What follows belongs to an exercise in optimizing a design on an open flow for small area; a production flow would make more cautious choices. The RTL was checked by simulation tests, not by an equivalence proof against the original design.

<file path="flow/config.mk">
export PLATFORM = sky130hd
export DESIGN_NAME = top
export DESIGN_NICKNAME = top
export VERILOG_FILES = /design/flow/design.v
export SDC_FILE = /design/flow/constraint.sdc
export NUM_CORES = 4
export LEC_CHECK = 0
export ABC_AREA = 1
export CAP_MARGIN = 20
export CORE_MARGIN = 2
export CORE_UTILIZATION = 45
export SLEW_MARGIN = 20
</file>
<file path="flow/constraint.sdc">
create_clock -name core_clock -period 10.0 [get_ports {clk}]
set_input_delay 2.0000 -clock core_clock [delete_from_list [all_inputs] [get_ports {clk}]]
set_output_delay 2.0000 -clock core_clock [all_outputs]
set_load 0.01 [all_outputs]
</file>
<file path="flow/design.v">
module ws2812b (
    input  logic       bits,
    input  logic [4:0] bitn,
    input  logic [3:0] sub,
    input  logic [2:0] rgb,       
    output logic       ws2812b_out
);
    logic bitval;
    always_comb begin
        if (bitn < 5'd8)
            bitval = rgb[1];
        else if (bitn < 5'd16)
            bitval = rgb[2];
        else
            bitval = rgb[0];
        ws2812b_out = bits & ((sub < 4'd5) | (bitval & (sub < 4'd10)));
    end
endmodule
module controller (
    input  logic       clk,
    input  logic       rst,
    output logic       rd,
    output logic       bits,
    output logic [5:0] pixel,
    output logic [4:0] bitn,
    output logic [3:0] sub
);
    localparam [2:0] READ = 3'd0, LOAD = 3'd1, GAP = 3'd2, BITS = 3'd3, IDLE = 3'd4;
    logic [2:0] ph;
    logic [3:0] j;
    logic [4:0] n;
    logic [5:0] pix;    
    always_ff @(posedge clk) begin
        if (rst) begin
            ph <= READ;
            j <= 4'd0;
            n <= 5'd0;
            pix <= 6'd0;
        end else begin
            case (ph)
                READ: ph <= LOAD;
                LOAD: ph <= GAP;
                GAP: begin
                    ph <= BITS;
                    j <= 4'd0;
                    n <= 5'd0;
                end
                BITS: begin
                    if (n == 5'd23 && j == 4'd13) begin
                        j <= 4'd0;
                        n <= 5'd0;
                        if (pix == 6'd63) begin
                            ph <= IDLE;
                            pix <= 6'd0;
                        end else begin
                            ph <= READ;
                            pix <= pix + 6'd1;
                        end
                    end else if (j == 4'd14) begin
                        j <= 4'd0;
                        n <= n + 5'd1;
                    end else begin
                        j <= j + 4'd1;
                    end
                end
                default: begin  
                    if (pix == 6'd5 && n == 5'd13 && j == 4'd4) begin
                        ph <= READ;
                        pix <= 6'd0;
                        n <= 5'd0;
                        j <= 4'd0;
                    end else if (j == 4'd14) begin
                        j <= 4'd0;
                        if (n == 5'd23) begin
                            n <= 5'd0;
                            pix <= pix + 6'd1;
                        end else begin
                            n <= n + 5'd1;
                        end
                    end else begin
                        j <= j + 4'd1;
                    end
                end
            endcase
        end
    end
    assign rd = (ph == READ);
    assign bits = (ph == BITS);
    assign pixel = pix;
    assign bitn = n;
    assign sub = j;
endmodule
module game_of_life #(
    parameter [63:0] INIT_GRID = 64'h0
)(
    input  logic       clk,
    input  logic       rst,
    input  logic       load,
    input  logic       load_bit,
    input  logic [2:0] fcol,       
    input  logic       use_s0,     
    input  logic       save_s0,    
    input  logic       borrow,     
    input  logic [7:0] wcol,       
    input  logic [7:0] wcol7,      
    output logic [7:0] fetch,      
    output logic [7:0] wdata       
);
    logic [63:0] grid;
    logic [7:0]  a, b, s0;          
    logic [7:0]  nxt;               
    logic [7:0]  rcol;
    always_comb begin
        for (int m = 0; m < 8; m++)
            fetch[m] = grid[m * 8 + fcol];
    end
    assign rcol = use_s0 ? s0 : fetch;
    always_comb begin
        for (int r = 0; r < 8; r++) begin
            logic [3:0] sum;
            sum = 4'(b[(r + 7) % 8]) + 4'(b[r]) + 4'(b[(r + 1) % 8])
                + 4'(a[(r + 7) % 8]) + 4'(a[(r + 1) % 8])
                + 4'(rcol[(r + 7) % 8]) + 4'(rcol[r]) + 4'(rcol[(r + 1) % 8]);
            nxt[r] = (sum == 4'd3) | (a[r] & (sum == 4'd2));
        end
        for (int m = 0; m < 8; m++)
            wdata[m] = borrow ? nxt[(m + 1) % 8] : nxt[m];
    end
    always_ff @(posedge clk) begin
        a <= fetch;
        b <= a;
        if (save_s0)
            s0 <= fetch;
    end
    always_ff @(posedge clk) begin
        for (int q = 0; q < 64; q++) begin
            if (rst)
                grid[q] <= INIT_GRID[q];
            else if ((q / 8 == 7) ? wcol7[q % 8] : wcol[q % 8])
                grid[q] <= wdata[q / 8];
            else if (load)
                grid[q] <= (q == 63) ? load_bit : grid[(q + 1) % 64];
        end
    end
endmodule
module top (
    input  logic clk,
    input  logic rst,
    input  logic load,
    input  logic [2:0] load_rgb,
    output logic _48b
);
    localparam [14:0] TICK_LAST = 15'd29_999;   
    logic [14:0] div_counter;
    logic tick;
    always_ff @(posedge clk) begin
        if (rst) begin
            div_counter <= 15'd0;
            tick <= 1'b0;
        end else if (div_counter == TICK_LAST) begin
            div_counter <= 15'd0;
            tick <= 1'b1;
        end else begin
            div_counter <= div_counter + 15'd1;
            tick <= 1'b0;
        end
    end
    logic       go;
    logic [3:0] wstep;      
    logic [3:0] dcnt;       
    logic [2:0] fcolr;      
    assign go = tick & ~load;
    always_ff @(posedge clk) begin
        if (rst) begin
            wstep <= 4'd0;
            dcnt <= 4'd0;
            fcolr <= 3'd0;
        end else if (go) begin
            wstep <= 4'd1;
            dcnt <= 4'd0;
            fcolr <= 3'd0;
        end else begin
            wstep <= (wstep == 4'd0 || wstep == 4'd9) ? 4'd0 : wstep + 4'd1;
            dcnt <= dcnt + 4'(load);
            fcolr <= fcolr + 3'd1 - 3'(load);
        end
    end
    logic       busy;       
    logic       cw;         
    logic [2:0] ccol;       
    logic       borrow;
    logic [2:0] jw;
    logic [7:0] wcol, wcol7;
    assign busy = go | (wstep != 4'd0 && wstep != 4'd9);
    assign cw = (wstep >= 4'd2);
    assign ccol = 3'(wstep - 4'd2);
    assign borrow = cw & ((dcnt + 4'(load)) > {1'b0, ccol});
    assign jw = fcolr - 3'd1 - 3'(load);
    always_comb begin
        for (int j = 0; j < 8; j++) begin
            wcol[j] = cw & (jw == 3'(j));
            wcol7[j] = wcol[j] & ~borrow;
        end
    end
    logic       rd;
    logic       bits;
    logic [5:0] pixel;
    logic [4:0] bitn;
    logic [3:0] sub;
    logic       pend;
    logic [5:0] pos;        
    logic [2:0] rgb;        
    logic [5:0] tgt;        
    logic [2:0] fcol;
    assign tgt = rd ? pixel : pos - 6'(load);
    assign fcol = go ? 3'd7 : busy ? fcolr : pos[2:0];
    logic [7:0] r_fetch, g_fetch, b_fetch;
    logic [7:0] r_wdata, g_wdata, b_wdata;
    game_of_life #(.INIT_GRID(64'hE000_0000_0000_0000)) u_red_gol (
        .clk(clk), .rst(rst), .load(load), .load_bit(load_rgb[2]),
        .fcol(fcol), .use_s0(wstep == 4'd9), .save_s0(wstep == 4'd1), .borrow(borrow),
        .wcol(wcol), .wcol7(wcol7), .fetch(r_fetch), .wdata(r_wdata));
    game_of_life #(.INIT_GRID(64'h001C_0000_0000_0000)) u_green_gol (
        .clk(clk), .rst(rst), .load(load), .load_bit(load_rgb[1]),
        .fcol(fcol), .use_s0(wstep == 4'd9), .save_s0(wstep == 4'd1), .borrow(borrow),
        .wcol(wcol), .wcol7(wcol7), .fetch(g_fetch), .wdata(g_wdata));
    game_of_life #(.INIT_GRID(64'h0000_0700_0000_0000)) u_blue_gol (
        .clk(clk), .rst(rst), .load(load), .load_bit(load_rgb[0]),
        .fcol(fcol), .use_s0(wstep == 4'd9), .save_s0(wstep == 4'd1), .borrow(borrow),
        .wcol(wcol), .wcol7(wcol7), .fetch(b_fetch), .wdata(b_wdata));
    logic wrp;          
    logic wrp_now;
    logic tgt_written;
    assign wrp_now = ~rd & (wrp | (pos == 6'd0 & load));
    assign tgt_written = (tgt[5:3] == 3'd7) ? (wrp_now ? wcol[tgt[2:0]] : wcol7[tgt[2:0]])
                                            : wcol[tgt[2:0]];
    always_ff @(posedge clk) begin
        if (rst) begin
            pend <= 1'b0;
        end else if (rd | pend) begin
            pos <= tgt;
            wrp <= wrp_now;
            if (tgt_written) begin
                rgb <= {r_wdata[tgt[5:3]], g_wdata[tgt[5:3]], b_wdata[tgt[5:3]]};
                pend <= 1'b0;
            end else if (!rd && !busy) begin
                rgb <= {r_fetch[pos[5:3]], g_fetch[pos[5:3]], b_fetch[pos[5:3]]};
                pend <= 1'b0;
            end else begin
                pend <= 1'b1;
            end
        end
    end
    controller u_ctrl (
        .clk(clk), .rst(rst), .rd(rd), .bits(bits),
        .pixel(pixel), .bitn(bitn), .sub(sub));
    ws2812b u_ws (
        .bits(bits), .bitn(bitn), .sub(sub), .rgb(rgb), .ws2812b_out(_48b));
endmodule
</file>
<file path="flow/run.sh">
#!/bin/bash
# synth_recipe.tcl (not shown) runs the flow's synth.tcl, then flattens the netlist and writes it again
# the make line also repeats each setting of config.mk as NAME=value (left out here)
make -C /OpenROAD-flow-scripts/flow DESIGN_CONFIG=/design/flow/config.mk WORK_HOME=/design/flow/orfs CLKGATE_MAP_FILE= SYNTH_SCRIPT=/design/flow/synth_recipe.tcl finish
</file>
==> summary.txt, run 1 <==
GRT
  • GRT Total Usage: 0.2769
  • First-pass GRT wire length: 103.5 mm
  • Vias in the first global route: 18476
  • Gr ovfl total: 0
  • Largest net degree at the start of global routing: between 90 and 100
  • Initial antenna violation count: 1

Yosys
  • Syn Inst Count: 2830
  • Post-Syn Nets: 3024
  • Leading area contributor after synthesis: dfxtp_1
  • Post-synth ARST share: 0
  • Syn Area/Cell: roughly 7.4 um^2
  • Post-synth cell types: 65
  • Number of synthesized register bits: 320
  • Synthesized area: between 20000 and 25000 um^2
  • Ranking of synthesized cells by area: dfxtp_1 (28%), nand2_1 (10%), inv_1 (9.1%)
  • Post-synth EDFFs: 34
  • Ys flop type: dfxtp_1
  • Post-synthesis sequential area ratio: 0.3241
  • Synth top area share: 0.2751
  • Synth warn: 6

Route
  • Detail Route Antenna Nets: 0
  • Initial DRC count: approximately 1900
  • DR vias/cell: between 5 and 6
  • DRC violations left: 0
  • Post-Route WL: 65.98 mm
  • 1st-pass router iterations: 8
  • DR vias: 19360
  • Post-DR wirelength/cell: between 15 and 20 um

Floorplanning
  • Initial cell density of the core: 0.4577
  • Site row count: 78
  • CORE AREA: 45480 um^2
  • Die ar.: 47990 um^2
  • Die Ht: approximately 220 um
  • # IOs: 7
  • Die width: ~220 um

Critical path
  • Family with the most delay on the worst path: buffers and inverters
  • Nature of the critical path endpoint: flop
  • Worst setup path endpoint: rgb[2]
  • Worst path required time: a little over 10 ns
  • CP max-delay cell: buf_4
  • CP dominant cell by count: inv_1
  • Arr. time, crit path: 8.78 ns
  • Worst r2r path cells: 34
  • Reg2reg start: wstep[1]
  • R2r setup slk: around 2.4 ns
  • Startpoint Class: input port
  • Kind of critical path: in -> reg
  • Bufs and invs on worst path: 13
  • Crit path from: load
  • Crit-path max cell delay: 0.73 ns
  • Worst path depth: 33
  • Crit path max fanout: 80
  • Reg2reg end: rgb[2]

STA
  • Final hold vios: 0
  • RSZ-0062 raised after global routing: false
  • Worst Tran Pin Value: 1.202 ns
  • Post-Route Skew: roughly 0.034 ns
  • Fmax: 118.3 MHz
  • Max-slew violations: 0
  • Headroom to the max-slew limit: 0.1954
  • Final setup violation count: 0
  • WHS: 0.3435 ns
  • Setup TNS: 0 ns
  • Tmin final: around 8.5 ns
  • Final worst slack: 1.546 ns
  • Final Cycle Share: 0.8454

Place
  • Post-DP HPWL: 44.50 mm
  • # placed instances: 3330
  • Place WS: 1.099 ns
  • Placed cell areas: 21310 um^2
  • Routability-driven placement congestion ratio: 0.8620
  • Port Buffers: 6

CTS
  • Clock buffer count from CTS: 39
  • CTS tree: built
  • Post-CTS Setup Bufs: 0
  • Clock sink count: 320
  • Worst skew pair latency: 0.58 ns
  • Hold Buf Count CTS: 0
  • H-Tree Depth: 2
  • CTS Buffer Depth: 3
  • Post-CTS Resized: 0
  • CTS clk-pin slew, worst paths: roughly 0.060 ns
  • Root Buffer: clkbuf_16

Status
  • Status: complete, no violations

Final layout
  • Design area: 22540 um^2
  • Most frequent cells in the layout: nand2_1 (571), inv_1 (502), dfxtp_1 (286)
  • Final Non-Filler Cells: 3400
  • Ant diodes: 0
  • Final nets: roughly 3000
  • Commonest non-fill, non-tap cell in the layout: nand2_1
  • Synth-to-Final Area Change: 8.296%
  • Core Util, Final: 0.4956
  • Ratio of cells with drive above 1 in the final layout: 0.06250

Flow run
  • Total of max-cap violations: 0

Min path
  • HP Class: reg -> reg
[layout make-up]
cell class              count  area [um^2]
clock buffers              61         1150
clock inverters             9        81.33
fillers                  4566        22940
inverters                 524         1972
multi-input cells        1847        11530
flip-flops and latches    320         6746
well taps                 600        750.7
repair buffers             39        306.5
[worst min-delay path by stage]
stage          cells after the start          endpoint  slack, ns        startpoint
3_3_place_gp                       0   u_blue_gol.b[4]       0.34   u_blue_gol.a[4]
6_report                           0  u_green_gol.b[3]       0.34  u_green_gol.a[3]
2_1_floorplan                      0   u_blue_gol.b[1]       0.33   u_blue_gol.a[1]
3_5_place_dp                       0    u_red_gol.b[3]       0.34    u_red_gol.a[3]
4_1_cts                            0  u_green_gol.b[3]       0.35  u_green_gol.a[3]
5_1_grt                            0    u_red_gol.b[4]       0.35    u_red_gol.a[4]
[cell families after synthesis]
logic type | count (synthesis) | synth area share
mux | 1 | 0.0004809
xor+xnor | 24 | 0.01010
flops | 320 | 0.3241
buf+inv | 663 | 0.1242
simple gates | 948 | 0.2017
compound gates | 686 | 0.1946
fa+ha+maj | 188 | 0.1448
[synthesized netlist by cell type (all sizes together) (48+ instances only)]
master	n
o211ai	78
o21ai	285
clkbuf	91
nand2	591
nor2	96
dfxtp	286
ha	100
fa	88
inv	520
a31oi	84
buf	48
nand3	182
a21oi	159
[layer usage]
metal  global-route usage  routed length (um)  up-vias
met5                    0                  45        -
met4               0.1149                2583        2
met3              0.05059                5263      172
met2               0.4387               29430      811
met1               0.3719               28650     9183
li1                     -                   -     9192
[registers in the layout, indices dropped and copies added (netlist names), 8 cells and up]
register	flops
u_red_gol.grid	64
u_blue_gol.b	8
u_green_gol.b	8
u_green_gol.a	8
u_blue_gol.grid	64
u_red_gol.a	8
u_red_gol.b	8
u_red_gol.s0	8
u_green_gol.grid	64
u_green_gol.s0	8
div_counter	15
u_blue_gol.a	8
u_blue_gol.s0	8
==> run 2: changes to the inputs <==
--- a/flow/design.v
+++ b/flow/design.v
@@ -117,9 +117,10 @@
     assign rcol = use_s0 ? s0 : fetch;
-    always_comb begin
+    logic [1:0] h [8];
+    always_comb begin
+        for (int r = 0; r < 8; r++)
+            h[r] = 2'(b[r]) + 2'(a[r]) + 2'(rcol[r]);
         for (int r = 0; r < 8; r++) begin
             logic [3:0] sum;
-            sum = 4'(b[(r + 7) % 8]) + 4'(b[r]) + 4'(b[(r + 1) % 8])
-                + 4'(a[(r + 7) % 8]) + 4'(a[(r + 1) % 8])
-                + 4'(rcol[(r + 7) % 8]) + 4'(rcol[r]) + 4'(rcol[(r + 1) % 8]);
-            nxt[r] = (sum == 4'd3) | (a[r] & (sum == 4'd2));
+            sum = 4'(h[(r + 7) % 8]) + 4'(h[r]) + 4'(h[(r + 1) % 8]);
+            nxt[r] = (sum == 4'd3) | (a[r] & (sum == 4'd4));
         end
@@ -134,10 +135,17 @@
     end
+    logic [7:0] x0, x1;     
+    logic [7:0] sel, sel7;  
+    logic [7:0] en, en7;
+    assign x0 = wdata & {8{~rst}};
+    assign x1 = wdata | {8{rst}};
+    assign sel = wcol | {8{rst}};
+    assign sel7 = wcol7 | {8{rst}};
+    assign en = sel | {8{load}};
+    assign en7 = sel7 | {8{load}};
     always_ff @(posedge clk) begin
         for (int q = 0; q < 64; q++) begin
-            if (rst)
-                grid[q] <= INIT_GRID[q];
-            else if ((q / 8 == 7) ? wcol7[q % 8] : wcol[q % 8])
-                grid[q] <= wdata[q / 8];
-            else if (load)
-                grid[q] <= (q == 63) ? load_bit : grid[(q + 1) % 64];
+            if ((q / 8 == 7) ? en7[q % 8] : en[q % 8])
+                grid[q] <= ((q / 8 == 7) ? sel7[q % 8] : sel[q % 8])
+                         ? (INIT_GRID[q] ? x1[q / 8] : x0[q / 8])
+                         : ((q == 63) ? load_bit : grid[(q + 1) % 64]);
         end
==> run 2 against run 1 <==
  * Critical path type unchanged
  * Fmax increased by 6.4%
  * Sequential share of layout area increased by 11 points
  * Still clean on timing, DRC and antenna
  * Via count decreased by 15%
  * Area after synthesis down 6.2%
  * Final area shrank 5.2%
  * Setup slack gained 0.51 ns
==> summary.txt, run 2 <==
Status
  • Status: complete, no violations

Final layout
  • Design area: 21370 um^2
  • Ant diodes: 0
  • Multi-input gate area: around 9600 um^2
  • Synth-to-Final Area Change: 9.467%
  • Most frequent cells in the layout: nand2_1 (749), inv_1 (233), nand3_1 (226), edfxtp_1 (226), o21ai_0 (170)
  • Number of fill cells: around 4200
  • Storage element area: 8668 um^2
  • Final nets: 2482
  • Core Util, Final: 0.4972
  • Commonest non-fill, non-tap cell in the layout: nand2_1
  • Ratio of cells with drive above 1 in the final layout: 0.05045
  • Top flop regs: u_blue_gol.grid (64), u_green_gol.grid (64), u_red_gol.grid (64)

Critical path
  • Family with the most delay on the worst path: simple AND/OR/NAND/NOR gates
  • Worst path required time: 10.43 ns
  • Worst path depth: 24
  • CP max-delay cell: fa_1
  • Startpoint Class: input port
  • Arr. time, crit path: about 8.4 ns
  • Kind of critical path: in -> reg
  • Worst r2r path cells: 26
  • Crit path max fanout: 32
  • Crit-path max cell delay: 0.56 ns
  • Bufs and invs on worst path: 6
  • Crit-path cells: clkdlybuf4s50_1, inv_2, nand2_2, buf_4, nand3_4, inv_2, buf_4, nand2_1, nand3_1, nand3_1, nand3_1, o21ai_0, fa_1, inv_1, ha_1, fa_1, fa_1, nor3_1, nor2_1, nand3b_1, nand2_1, nand2_1, nor2_1, mux2_2
  • Nature of the critical path endpoint: flop

Yosys
  • Synth cell count leaders: nand2_1 (750), inv_1 (233), nand3_1 (227)
  • Syn Inst Count: approximately 2300
  • Post-synth ARST share: 0
  • Syn Area/Cell: about 8.4 um^2
  • Leading area contributor after synthesis: edfxtp_1
  • Number of synthesized register bits: 320
  • Post-synthesis sequential area ratio: 0.4440
  • Most frequent cell after synthesis: nand2_1
  • Post-Syn Nets: 2489
  • Post-synth EDFFs: 226
  • Synth top area share: 0.3476
  • Synth warn: 9
  • Ys flop type: edfxtp_1
  • Post-synth cell types: 45
  • Ranking of synthesized cells by area: edfxtp_1 (35%), nand2_1 (14%), dfxtp_1 (9.6%)
  • Synthesized area: around 20000 um^2

GRT
  • GRT Total Usage: 0.2679
  • Initial antenna violation count: 0
  • Gr ovfl total: 0
  • Vias in the first global route: 15975
  • Largest net degree at the start of global routing: 77
  • First-pass GRT wire length: 91.94 mm

CTS
  • H-Tree Depth: 2
  • Post-CTS Resized: 0
  • Root Buffer: clkbuf_16
  • CTS clk-pin slew, worst paths: 0.06 ns
  • Worst skew pair latency: approximately 0.56 ns
  • Clock sink count: 320
  • Hold Buf Count CTS: 0
  • Clock buffer count from CTS: 39
  • CTS tree: built
  • CTS Buffer Depth: 3
  • Post-CTS Setup Bufs: 0

Route
  • DR vias: ~16000
  • 1st-pass router iterations: 6
  • DR vias/cell: 5.617
  • Post-Route WL: 58.63 mm
  • DRC violations left: 0
  • Detail Route Antenna Nets: 0
  • Post-DR wirelength/cell: 20.05 um
  • Initial DRC count: approximately 1700

STA
  • Post-Route Skew: 0.01807 ns
  • Tmin final: 7.945 ns
  • Headroom to the max-slew limit: 0.3444
  • Final hold vios: 0
  • Max-slew violations: 0
  • Fmax: 125.9 MHz
  • Setup TNS: 0 ns
  • Worst Tran Pin Value: 0.9811 ns
  • Final Cycle Share: 0.7945
  • Final setup violation count: 0
  • RSZ-0062 raised after global routing: false

Floorplanning
  • Initial cell density of the core: 0.4542
  • Site row count: 76
  • Die ar.: 45060 um^2
  • # IOs: 7
  • CORE AREA: between 40000 and 50000 um^2
  • Die Ht: roughly 210 um
  • Die width: roughly 210 um

Place
  • Placed cell areas: 20200 um^2
  • Routability-driven placement congestion ratio: roughly 0.90
  • Port Buffers: 6
  • Post-DP HPWL: 39.63 mm

Min path
  • HP Class: reg -> reg
  • Hold depth: 0

Flow run
  • Total of max-cap violations: 0
==> run 2: changes by cell type after synthesis, sizes merged, moves of 109 or more <==
cell	previous run	this run
dfxtp	286	94
o21ai	285	176
nand2	591	753
edfxtp	34	226
inv	520	237
a21oi	159	44
==> run 2: final timing paths <==
path / slack, ns / from / to
worst max-delay path: 2.05 / load / u_green_gol.grid[55]
worst min-delay path: 0.35 / u_green_gol.a[7] / u_green_gol.b[7]
worst max register to register: 2.88 / wstep[1] / u_green_gol.grid[55]
worst min register to register: 0.35 / u_green_gol.a[7] / u_green_gol.b[7]
==> run 2: layout make-up <==
cell class	instances	share of cell area
Clock buffer	55	0.05082
Clock inverter	13	0.003923
Inverter	237	0.04163
Multi-Input combinational cell	1672	0.4477
Sequential cell	320	0.4056
Tap cell	585	0.03425
Timing Repair Buffer	42	0.01604
==> run 2: logic make-up after synthesis <==
| logic type | after synthesis | share of synthesized area |
|---|---|---|
| and+or+nand+nor | 1193 | 0.2579 |
| buffers and inverters | 327 | 0.06640 |
| DFF | 320 | 0.4440 |
| AOI/OAI and AO/OA | 265 | 0.07512 |
| adders and majority gates | 164 | 0.1328 |
| xor gates and xnor gates | 40 | 0.01795 |
| muxes | 10 | 0.005769 |
==> run 2: per-layer routing <==
| metal | track usage | routed length, um | share of wire |
|---|---|---|---|
| met1 | 0.3722 | 24880 | 0.42 |
| met2 | 0.4189 | 26110 | 0.45 |
| met3 | 0.05982 | 5993 | 0.10 |
| met4 | 0.08175 | 1648 | 0.028 |
| met5 | 0 | 0 | 0 |
==> run 2: metrics by stage <==
stage / hold slack, ns / std cells / worst slack (ns)
2_1_floorplan: 0.3308 / 2319 / 3.726
3_3_place_gp: 0.3358 / 2856 / 1.666
3_5_place_dp: 0.3369 / 2856 / 1.517
4_1_cts: 0.3498 / 2924 / 2.090
5_1_grt: 0.3571 / 2924 / 1.527
6_report: 0.3482 / 2924 / 2.055
==> run 3: changes to the inputs <==
--- a/flow/config.mk
+++ b/flow/config.mk
@@ -10,3 +10,3 @@
 export CORE_MARGIN = 2
-export CORE_UTILIZATION = 45
+export CORE_UTILIZATION = 70
 export SLEW_MARGIN = 20
==> run 3 against run 2 <==
  * First-iteration DRC count rose by 22%
  * Register-to-register slack got worse by 0.79 ns
  * Setup slack got worse by 0.21 ns
  * Synthesized cell count did not move
  * Still clean on timing, DRC and antenna
==> summary.txt, run 3 <==
Final layout
  • Ant diodes: 0
  • Storage element area: 8668 um^2
  • Synth-to-Final Area Change: 7.236%
  • Final nets: ~2500
  • Number of fill cells: 2104
  • Top flop regs: u_blue_gol.grid (64), u_green_gol.grid (64), u_red_gol.grid (64)
  • Most frequent cells in the layout: nand2_1 (750), inv_1 (233), nand3_1 (226), edfxtp_1 (226), o21ai_0 (170)
  • Ratio of cells with drive above 1 in the final layout: 0.04649
  • Commonest non-fill, non-tap cell in the layout: nand2_1
  • Multi-input gate area: roughly 9600 um^2

Yosys
  • Most frequent cell after synthesis: nand2_1
  • Synth top area share: 0.3476
  • Ys flop type: edfxtp_1
  • Synth cell count leaders: nand2_1 (750), inv_1 (233), nand3_1 (227)
  • Post-synthesis sequential area ratio: 0.4440
  • Synth warn: 9
  • Post-synth cell types: 45
  • Leading area contributor after synthesis: edfxtp_1
  • Post-synth EDFFs: about 230
  • Post-synth ARST share: 0
  • Syn Area/Cell: 8.418 um^2
  • Syn Inst Count: 2319
  • Post-Syn Nets: ~2500
  • Number of synthesized register bits: 320
  • Synthesized area: 19520 um^2
  • Ranking of synthesized cells by area: edfxtp_1 (35%), nand2_1 (14%), dfxtp_1 (9.6%)

STA
  • RSZ-0062 raised after global routing: false
  • Tmin final: between 8 and 9 ns
  • Headroom to the max-slew limit: 0.2447
  • Max-slew violations: 0
  • Final setup violation count: 0
  • Fmax: 122.5 MHz
  • Worst Tran Pin Value: 1.131 ns
  • Final Cycle Share: 0.8160
  • Final hold vios: 0
  • Setup TNS: 0 ns
  • Final worst slack: 1.840 ns
  • Post-Route Skew: 0.01691 ns

Floorplanning
  • Die Ht: 171.0 um
  • Die ar.: 29240 um^2
  • CORE AREA: 27630 um^2
  • Initial cell density of the core: 0.7065
  • # IOs: 7
  • Die width: 171.0 um
  • Site row count: between 60 and 70

GRT
  • First-pass GRT wire length: 85.97 mm
  • Largest net degree at the start of global routing: 52
  • GRT Total Usage: 0.3843
  • Initial antenna violation count: 0
  • Gr ovfl total: 0
  • Vias in the first global route: 16032

Critical path
  • Worst path required time: 10.41 ns
  • Crit path max fanout: 35
  • CP dominant cell by count: nand3_1
  • Kind of critical path: in -> reg
  • CP max-delay cell: inv_2
  • Startpoint Class: input port
  • Crit-path max cell delay: about 0.62 ns
  • Arr. time, crit path: 8.57 ns
  • Nature of the critical path endpoint: flop

Route
  • Detail Route Antenna Nets: 0
  • 1st-pass router iterations: 6
  • DRC violations left: 0
  • DR vias: 16761
  • DR vias/cell: 6.205
  • Post-Route WL: 55.07 mm
  • Initial DRC count: between 2000 and 2500
  • Post-DR wirelength/cell: 20.39 um

CTS
  • CTS tree: built
  • Worst skew pair latency: 0.54 ns
  • Root Buffer: clkbuf_16
  • Post-CTS Resized: 0
  • Hold Buf Count CTS: 0
  • H-Tree Depth: 2
  • CTS clk-pin slew, worst paths: about 0.060 ns
  • Clock buffer count from CTS: 36
  • CTS Buffer Depth: 3
  • Clock sink count: 320
  • Post-CTS Setup Bufs: 0

Status
  • Status: complete, no violations

Flow run
  • Total of max-cap violations: 0

Place
  • Post-DP HPWL: approximately 37 mm
  • Routability-driven placement congestion ratio: 0.9680
  • Place WS: 1.555 ns
  • Port Buffers: 6

Min path
  • HP Class: reg -> reg
## run 3: cell counts after synthesis
Identical to the previous run, type by type.
## run 3: cell families after synthesis
group / share of synthesized area
buf+inv: 0.06640
fa+ha+maj: 0.1328
flops: 0.4440
xor+xnor: 0.01795
compound gates: 0.07512
simple gates: 0.2579
mux: 0.005769
## run 3: area by class of cell
type	count	area share
timing repair buffer	31	0.01183
multi-input combinational	1672	0.4571
clock buffer	51	0.04764
inverter	237	0.04250
sequential	320	0.4141
clock inverter	12	0.004244
tap	378	0.02259
## run 3: final timing paths
path | start | to | slack (ns) | cells past startpoint
worst max-delay path | load | u_red_gol.grid[31] | 1.84 | 25
worst min-delay path | u_red_gol.a[1] | u_red_gol.b[1] | 0.35 | 0
worst max register to register | wstep[1] | u_red_gol.grid[31] | 2.09 | 29
worst min register to register | u_red_gol.a[1] | u_red_gol.b[1] | 0.35 | 0
## run 3: worst max-delay path: cells and delay by family
family / cells / cell delay, ns
adders and majority gates: 4 / 1.70
AOI/OAI and AO/OA: 4 / 0.69
muxes: 1 / 0.27
buffers and inverters: 6 / 1.88
and+or+nand+nor: 10 / 2.02
## run 3: metal layers
layer / GRT usage / up-vias / wire length (um)
met3: 0.08536 / 228 / 7085
met4: 0.1883 / 0 / 2824
li1: - / 7673 / -
met1: 0.5169 / 7791 / 20940
met2: 0.5933 / 1069 / 24210
met5: 0 / - / 0
## run 3: through the flow
step | hold slack [ns] | instance area (um^2) | utilization | cells
finish | 0.3512 | 20930 | 0.7577 | 2701
floorplan | 0.3308 | 19520 | - | 2319
CTS | 0.3507 | 20930 | 0.7577 | 2701
detailed placement | 0.3386 | 19850 | 0.7184 | 2638
global placement | 0.3343 | 19850 | 0.7184 | 2638
global route | 0.3568 | 20930 | 0.7577 | 2701

afterwards: timing with drivers on the ports:
How much do the figures lean on ideal ports? The routed layouts below were timed once more, with nothing changed but the port constraints.
Step 1 (the two cells are an assumption about what drives the block):
set clk [get_ports {clk}]
set_driving_cell -lib_cell sky130_fd_sc_hd__clkbuf_16 $clk
set_driving_cell -lib_cell sky130_fd_sc_hd__buf_2 [delete_from_list [all_inputs] $clk]
Step 2, shift: input delay + t, output delay - t, t = (earliest + latest rising clock arrival at the registers) / 2. This alone moves slack from input paths to output paths.
Three values: ideal, step 1, step 2; two values: the first two.
| run | t (ns) | slack for setup (ns) | worst hold slack (ns) | slew at the worst register clock pin (ns) | worst data-port slew with drivers (ns) |
|---|---|---|---|---|---|
| run 1 | 0.620 | 1.546 / 1.574 / 0.954 | 0.343 / 0.343 / 0.343 | 0.06 / 0.06 | 0.04 |
| run 2 | 0.608 | 2.055 / 2.079 / 1.471 | 0.348 / 0.348 / 0.348 | 0.06 / 0.06 | 0.04 |
| run 3 | 0.581 | 1.840 / 1.865 / 1.284 | 0.351 / 0.351 / 0.351 | 0.06 / 0.06 | 0.03 |
After both steps setup and hold are still met in every run listed. The setup slack of run 1, which loses most, moves by +0.028 ns with the drivers and by -0.592 ns with both steps.
